Background: an optimization exercise with open tools, aiming at a short achievable clock period and few clock cycles. Do not read the settings as production practice.
Only simulation tests tie the RTL to the original design; equivalence was not proved.
Power is estimated from default activity; no workload was simulated.

**design/flow/design.v**
```verilog
module rv_dec (
    input  [31:0] ins,
    output [4:0]  rs1,
    output [4:0]  rs2,
    output [4:0]  rd,
    output        use1,      
    output        use2,      
    output        wr,        
    output        simple,    
    output        is_mul,
    output        is_div,
    output        is_lw,
    output        is_sw,
    output        is_br,
    output        is_jal,
    output        use_imm,   
    output        op_sub,
    output        op_logic,  
    output        op_and,
    output [31:0] imm,       
    output [31:0] boff       
);
    wire [6:0] op = ins[6:0];
    wire [2:0] f3 = ins[14:12];
    wire is_r  = (op == 7'b0110011);
    wire is_i  = (op == 7'b0010011);
    assign is_lw  = (op == 7'b0000011);
    assign is_sw  = (op == 7'b0100011);
    assign is_br  = (op == 7'b1100011);
    assign is_jal = (op == 7'b1101111);
    assign is_mul = is_r &  ins[25] & ~f3[2];
    assign is_div = is_r &  ins[25] &  f3[2];
    assign simple = (is_r & ~ins[25]) | is_i;
    assign rs1 = ins[19:15];
    assign rs2 = ins[24:20];
    assign rd  = ins[11:7];
    assign use1 = is_r | is_i | is_lw | is_sw | is_br;
    assign use2 = is_r | is_sw | is_br;
    assign wr   = (is_r | is_i | is_lw | is_jal) & (rd != 5'd0);
    assign use_imm  = is_i | is_lw | is_sw;
    assign op_sub   = is_r & ins[30];
    assign op_logic = f3[2];
    assign op_and   = f3[0];
    assign imm  = is_sw ? {{20{ins[31]}}, ins[31:25], ins[11:7]}
                        : {{20{ins[31]}}, ins[31:20]};
    assign boff = is_jal ? {{12{ins[31]}}, ins[19:12], ins[20], ins[30:21], 1'b0}
                         : {{20{ins[31]}}, ins[7], ins[30:25], ins[11:8], 1'b0};
endmodule
module rv_brc (
    input  [2:0]  f3,
    input  [31:0] a,
    input  [31:0] b,
    output        taken
);
    wire eq  = (a == b);
    wire ltu = (a < b);
    wire lt  = ($signed(a) < $signed(b));
    assign taken = f3[2] ? ((f3[1] ? ltu : lt) ^ f3[0]) : (eq ^ f3[0]);
endmodule
module RISC_V_pp (
    input clk,
    input rst_n,
    output [31:0] imem_addr,
    input  [31:0] imem_rdata,
    output [31:0] dmem_addr,
    output [31:0] dmem_wdata,
    output        dmem_we,
    input  [31:0] dmem_rdata
);
    localparam [31:0] LIM  = 32'd64;   
    localparam        DUAL = 1;        
    localparam        DS   = 11;       
    localparam        DC   = 3;        
    localparam [1023:0] RST = {
        32'd10, 32'd5, 32'd34, 32'd12, 32'd32, 32'd4, 32'd65, 32'd60,
        32'd70, 32'd90, 32'd80, 32'd80, 32'd70, 32'd60, 32'd50, 32'd40,
        32'd30, 32'd1000, 32'd10, 32'd90, 32'd4, 32'd23, 32'd12, 32'd24,
        32'd4, 32'd14, 32'd1, 32'd4, 32'd2, 32'd120, 32'd4, 32'd0};
    integer k;
    genvar g;
    reg  [31:0] fpc;                  
    reg  [31:0] fr_d, fr_pc;          
    reg         fr_v;
    reg  [31:0] c_d [0:31];           
    reg  [24:0] c_t [0:31];           
    reg  [31:0] c_v;                  
    reg  [31:0] epc;                  
    reg  [31:0] dm_addr, dm_wdata;    
    reg         dm_we;
    reg         m_ld;                 
    reg  [4:0]  m_rd;
    reg  [31:0] ld_q;                 
    reg         ld_v;
    reg  [4:0]  ld_rd;
    reg         dv_busy;              
    reg  [1:0]  dv_cnt;
    reg  [4:0]  dv_rd;
    reg         dv_neg;
    reg  [31:0] dv_r, dv_aq, dv_b;
    assign imem_addr  = fpc;
    assign dmem_addr  = dm_addr;
    assign dmem_wdata = dm_wdata;
    assign dmem_we    = dm_we;
    wire [31:0] rfq [0:31];
    assign rfq[0] = 32'd0;
    wire        w0, w1, dv_w;
    wire [4:0]  rd0, rd1;
    wire [31:0] v0, v1, dv_res;
    generate
        for (g = 1; g < 32; g = g + 1) begin : RF
            reg [31:0] r;
            always @(posedge clk or negedge rst_n) begin
                if (!rst_n)
                    r <= RST[g*32 +: 32];
                else if (w1 && rd1 == g)
                    r <= v1;
                else if (w0 && rd0 == g)
                    r <= v0;
                else if (ld_v && ld_rd == g)
                    r <= ld_q;
                else if (dv_w && dv_rd == g)
                    r <= dv_res;
            end
            assign rfq[g] = r;
        end
    endgenerate
    function [31:0] rdv;
        input [4:0] rs;
        input [31:0] q;
        begin
            if (ld_v && ld_rd == rs && rs != 5'd0) rdv = ld_q;
            else rdv = q;
        end
    endfunction
    wire [31:0] pc0 = epc;
    wire [31:0] pc1 = epc + 32'd4;
    wire fr_h0 = fr_v && (fr_pc[31:2] == pc0[31:2]);
    wire fr_h1 = fr_v && (fr_pc[31:2] == pc1[31:2]);
    wire c_h0  = c_v[pc0[6:2]] && (c_t[pc0[6:2]] == pc0[31:7]);
    wire c_h1  = c_v[pc1[6:2]] && (c_t[pc1[6:2]] == pc1[31:7]);
    wire h0 = fr_h0 | c_h0;
    wire h1 = fr_h1 | c_h1;
    wire [31:0] ins0 = fr_h0 ? fr_d : c_d[pc0[6:2]];
    wire [31:0] ins1 = fr_h1 ? fr_d : c_d[pc1[6:2]];
    wire [4:0] rs1_0, rs2_0, rs1_1, rs2_1;
    wire u1_0, u2_0, wr0, sim0, mul0, div0, lw0, sw0, br0, jal0, ui0, sub0, lg0, and0;
    wire u1_1, u2_1, wr1, sim1, mul1, div1, lw1, sw1, br1, jal1, ui1, sub1, lg1, and1;
    wire [31:0] imm0, boff0, imm1, boff1;
    rv_dec dec0 (.ins(ins0), .rs1(rs1_0), .rs2(rs2_0), .rd(rd0), .use1(u1_0), .use2(u2_0),
                 .wr(wr0), .simple(sim0), .is_mul(mul0), .is_div(div0), .is_lw(lw0),
                 .is_sw(sw0), .is_br(br0), .is_jal(jal0), .use_imm(ui0), .op_sub(sub0),
                 .op_logic(lg0), .op_and(and0), .imm(imm0), .boff(boff0));
    rv_dec dec1 (.ins(ins1), .rs1(rs1_1), .rs2(rs2_1), .rd(rd1), .use1(u1_1), .use2(u2_1),
                 .wr(wr1), .simple(sim1), .is_mul(mul1), .is_div(div1), .is_lw(lw1),
                 .is_sw(sw1), .is_br(br1), .is_jal(jal1), .use_imm(ui1), .op_sub(sub1),
                 .op_logic(lg1), .op_and(and1), .imm(imm1), .boff(boff1));
    wire [31:0] a0  = rdv(rs1_0, rfq[rs1_0]);
    wire [31:0] b0r = rdv(rs2_0, rfq[rs2_0]);
    wire [31:0] b0  = ui0 ? imm0 : b0r;
    wire [31:0] sum0 = sub0 ? (a0 - b0) : (a0 + b0);
    wire [31:0] alu0 = lg0 ? (and0 ? (a0 & b0) : (a0 | b0)) : sum0;
    wire [31:0] mulr0 = a0 * b0;
    wire [31:0] ea0 = a0 + imm0;
    wire [31:0] tgt0 = pc0 + boff0;
    wire cond0;
    rv_brc brc0 (.f3(ins0[14:12]), .a(a0), .b(b0r), .taken(cond0));
    wire haz_m0 = m_ld && ((u1_0 && rs1_0 == m_rd) || (u2_0 && rs2_0 == m_rd));
    wire haz_d0 = dv_busy && (div0 || (dv_rd != 5'd0) &&
                  ((u1_0 && rs1_0 == dv_rd) || (u2_0 && rs2_0 == dv_rd) || (wr0 && rd0 == dv_rd)));
    wire iss0 = h0 && !haz_m0 && !haz_d0;
    wire tk0  = iss0 && (jal0 || (br0 && cond0));
    wire dep1a = wr0 && u1_1 && (rs1_1 == rd0);
    wire dep1b = wr0 && u2_1 && (rs2_1 == rd0);
    wire [31:0] a1  = dep1a ? alu0 : rdv(rs1_1, rfq[rs1_1]);
    wire [31:0] b1r = dep1b ? alu0 : rdv(rs2_1, rfq[rs2_1]);
    wire [31:0] b1  = ui1 ? imm1 : b1r;
    wire [31:0] sum1 = sub1 ? (a1 - b1) : (a1 + b1);
    wire [31:0] alu1 = lg1 ? (and1 ? (a1 & b1) : (a1 | b1)) : sum1;
    wire [31:0] mulr1 = a1 * b1;
    wire [31:0] ea1 = a1 + imm1;
    wire [31:0] tgt1 = pc1 + boff1;
    wire cond1;
    rv_brc brc1 (.f3(ins1[14:12]), .a(a1), .b(b1r), .taken(cond1));
    wire haz_m1 = m_ld && ((u1_1 && rs1_1 == m_rd) || (u2_1 && rs2_1 == m_rd));
    wire haz_d1 = dv_busy && (dv_rd != 5'd0) &&
                  ((u1_1 && rs1_1 == dv_rd) || (u2_1 && rs2_1 == dv_rd) || (wr1 && rd1 == dv_rd));
    wire mem0 = lw0 | sw0;
    wire mem1 = lw1 | sw1;
    wire iss1 = (DUAL != 0) && iss0 && !tk0 && h1 && !haz_m1 && !haz_d1 &&
                !(mem0 && mem1) && !div0 && !div1 && !((dep1a || dep1b) && !sim0);
    wire tk1  = iss1 && (jal1 || (br1 && cond1));
    assign w0 = iss0 && wr0 && !lw0 && !div0;
    assign w1 = iss1 && wr1 && !lw1;
    assign v0 = jal0 ? pc1 : (mul0 ? mulr0 : alu0);
    assign v1 = jal1 ? (pc1 + 32'd4) : (mul1 ? mulr1 : alu1);
    wire [31:0] tgt = tk0 ? tgt0 : tgt1;
    wire        tk  = tk0 | tk1;
    wire [31:0] epc_n = !iss0 ? epc : tk0 ? tgt0 : !iss1 ? pc1 : tk1 ? tgt1 : (epc + 32'd8);
    wire t_h = (fr_v && (fr_pc[31:2] == tgt[31:2])) ||
               (c_v[tgt[6:2]] && (c_t[tgt[6:2]] == tgt[31:7])) ||
               (fpc[31:2] == tgt[31:2]);
    wire [31:0] ahead = fpc - epc;
    wire fetch_en = (ahead < LIM);
    always @(posedge clk or negedge rst_n) begin
        if (!rst_n) begin
            fpc   <= 32'd0;
            fr_v  <= 1'b0;
            fr_d  <= 32'd0;
            fr_pc <= 32'd0;
            c_v   <= 32'd0;
            epc   <= 32'd0;
        end else begin
            fr_d  <= imem_rdata;
            fr_pc <= fpc;
            fr_v  <= fetch_en;
            if (fr_v) c_v[fr_pc[6:2]] <= 1'b1;
            if (tk && !t_h)
                fpc <= tgt;
            else if (!h0 && (fpc[31:2] != epc[31:2]))
                fpc <= epc;
            else if (fetch_en)
                fpc <= fpc + 32'd4;
            epc <= epc_n;
        end
    end
    always @(posedge clk) begin
        if (fr_v) begin
            c_d[fr_pc[6:2]] <= fr_d;
            c_t[fr_pc[6:2]] <= fr_pc[31:7];
        end
    end
    wire ldst0 = iss0 && mem0;
    wire ldst1 = iss1 && mem1;
    wire kill_m = (w0 && rd0 == m_rd) || (iss1 && wr1 && rd1 == m_rd);
    wire kill_0 = iss1 && wr1 && (rd1 == rd0);
    always @(posedge clk or negedge rst_n) begin
        if (!rst_n) begin
            dm_we    <= 1'b0;
            dm_addr  <= 32'd0;
            dm_wdata <= 32'd0;
            m_ld     <= 1'b0;
            m_rd     <= 5'd0;
            ld_v     <= 1'b0;
            ld_rd    <= 5'd0;
            ld_q     <= 32'd0;
        end else begin
            ld_q  <= dmem_rdata;
            ld_v  <= m_ld && !kill_m;
            ld_rd <= m_rd;
            if (ldst0) begin
                dm_we    <= sw0;
                dm_addr  <= ea0;
                dm_wdata <= b0r;
                m_ld     <= lw0 && wr0 && !kill_0;
                m_rd     <= rd0;
            end else if (ldst1) begin
                dm_we    <= sw1;
                dm_addr  <= ea1;
                dm_wdata <= b1r;
                m_ld     <= lw1 && wr1;
                m_rd     <= rd1;
            end else begin
                dm_we    <= 1'b0;
                m_ld     <= 1'b0;
            end
        end
    end
    wire dv_start = iss0 && div0;
    wire [31:0] abs_a = a0[31] ? (32'd0 - a0) : a0;
    wire [31:0] abs_b = b0r[31] ? (32'd0 - b0r) : b0r;
    reg [31:0] st_r, st_aq;
    reg [32:0] st_t;
    always @(*) begin
        st_r  = dv_r;
        st_aq = dv_aq;
        for (k = 0; k < DS; k = k + 1) begin
            if (dv_cnt * DS + k < 32) begin
                st_t = {st_r, st_aq[31]} - {1'b0, dv_b};
                if (!st_t[32]) begin
                    st_r  = st_t[31:0];
                    st_aq = {st_aq[30:0], 1'b1};
                end else begin
                    st_r  = {st_r[30:0], st_aq[31]};
                    st_aq = {st_aq[30:0], 1'b0};
                end
            end
        end
    end
    wire dv_last = dv_busy && (dv_cnt == DC - 1);
    assign dv_w   = dv_last && (dv_rd != 5'd0);
    assign dv_res = dv_neg ? (32'd0 - st_aq) : st_aq;
    always @(posedge clk or negedge rst_n) begin
        if (!rst_n) begin
            dv_busy <= 1'b0;
            dv_cnt  <= 2'd0;
            dv_rd   <= 5'd0;
            dv_neg  <= 1'b0;
            dv_r    <= 32'd0;
            dv_aq   <= 32'd0;
            dv_b    <= 32'd0;
        end else if (dv_start) begin
            dv_busy <= 1'b1;
            dv_cnt  <= 2'd0;
            dv_rd   <= rd0;
            dv_neg  <= (a0[31] ^ b0r[31]) && (b0r != 32'd0);
            dv_r    <= 32'd0;
            dv_aq   <= abs_a;
            dv_b    <= abs_b;
        end else if (dv_busy) begin
            dv_r    <= st_r;
            dv_aq   <= st_aq;
            dv_cnt  <= dv_cnt + 2'd1;
            if (dv_last) dv_busy <= 1'b0;
        end
    end
endmodule
```
**design/flow/run.sh**
```bash
#!/bin/bash
# synth_recipe.tcl (not shown) runs the flow's synth.tcl, then flattens the netlist and writes it again
# the make line also repeats each setting of config.mk as NAME=value (left out here)
make -C /OpenROAD-flow-scripts/flow DESIGN_CONFIG=/design/flow/config.mk WORK_HOME=/design/flow/orfs CLKGATE_MAP_FILE= SYNTH_SCRIPT=/design/flow/synth_recipe.tcl finish
```
**design/flow/config.mk**
```make
export PLATFORM = sky130hd
export DESIGN_NAME = RISC_V_pp
export DESIGN_NICKNAME = RISC_V_pp
export VERILOG_FILES = /design/flow/design.v
export SDC_FILE = /design/flow/constraint.sdc
export NUM_CORES = 4
export LEC_CHECK = 0
export CAP_MARGIN = 20
export CORE_MARGIN = 2
export CORE_UTILIZATION = 40
export SLEW_MARGIN = 20
```
**design/flow/constraint.sdc**
```tcl
create_clock -name core_clock -period 150.0 [get_ports {clk}]
set_input_delay 30.0000 -clock core_clock [delete_from_list [all_inputs] [get_ports {clk}]]
set_output_delay 30.0000 -clock core_clock [all_outputs]
set_load 0.01 [all_outputs]
```
==> run summary <==
syn_nets=33000; placer congestion estimate=1.50; starting density of the core=0.401; status=aborted with a tool error; Post-Place Cell Area=0.306 mm²; largest net degree at the start of global routing=127; CTS Buffer Depth=4; CTS H-tree lvls=5; sequential fraction of the synthesis area=0.318; Post-synth EDFFs=1824; Die Y=840 µm; Rows=307; CTS resizes=0; post-synthesis average cell area=8.96 µm²; clk sink count=3187; CTS Hold Buffers Added=0; GRT Total Usage=0.911; Remaining Overflow, GRT=18300; cts bufs inserted=393; Failed at=5_1_grt; Die Wd=840 µm; top_reg_cell synth=edfxtp_1; root buf cell=clkbuf_16; Synth async-reset ratio=0.428; pre-CTS setup slack=91.10 ns; I/O Buffers=161; Top Ports=163; mapped cell area=0.280 mm²; Synth Warn #=1; first-pass GRT wire length=4380 mm; Mapped Cells=31200; Post-CTS Setup Bufs=0; Final HPWL DP=1980 mm; placed instance count=40400; Err=[ERROR GRT-0116] Global routing finished with congestion. Check the congestion regions in the DRC Viewer.; number of global-route vias before repair=379000; number of distinct library cells after synthesis=160; post-synthesis register bit count=3187
metal layers:
layer	overflow	global-route usage
met4	4125	0.850
met5	317	0.735
met3	2514	0.857
met2	8627	0.994
met1	2753	0.915
power by group through the flow:
stage / Combinational (mW) / Sequential, mW / Clock (mW)
detailed placement: 222 / 0.985 / 0
CTS: 222 / 0.968 / 1.04
global placement: 220 / 0.985 / 0
floorplan: 264 / 0.981 / 0
how the worst max path moves through the flow:
stage / startpoint / endpoint / slack (ns) / cells after the start
3_3_place_gp: dv_b[3] / RF[24].r[20] / 86.52 / 228
3_5_place_dp: dv_b[3] / RF[24].r[20] / 91.10 / 228
4_1_cts: dv_b[3] / RF[24].r[20] / 90.87 / 228
2_1_floorplan: dv_b[1] / RF[20].r[20] / 101.41 / 244
Yosys cell counts (all sizes together) (805+ instances only):
library cell	n	area [µm²]
buf	813	4760
mux4	805	18100
inv	1586	5960
nand3	1085	5470
edfxtp	1824	54800
clkbuf	1791	6730
ha	897	11200
nand2	4008	15000
o21ai	2112	10600
dfrtp	1287	32200
nor2	2287	8650
fa	833	16700
a22oi	1008	7610
a21oi	2196	11100
logic make-up after synthesis:
family / Yosys count / synth area share
simple gates: 9574 / 0.153
compound gates: 9614 / 0.230
buf+inv: 4207 / 0.0626
flops: 3187 / 0.318
fa+ha+maj: 1771 / 0.101
other cells: 1 / 0.0000134
mux: 1739 / 0.0997
xor+xnor: 1110 / 0.0361
stage by stage:
stage / hold slack (ns) / util
after floorplan: 0.352 / -
after global placement: 0.460 / 0.437
after detailed placement: 0.466 / 0.438
after CTS: 0.479 / 0.457
Testbench counts, summed over its fixed seeds: cycles 19,422.
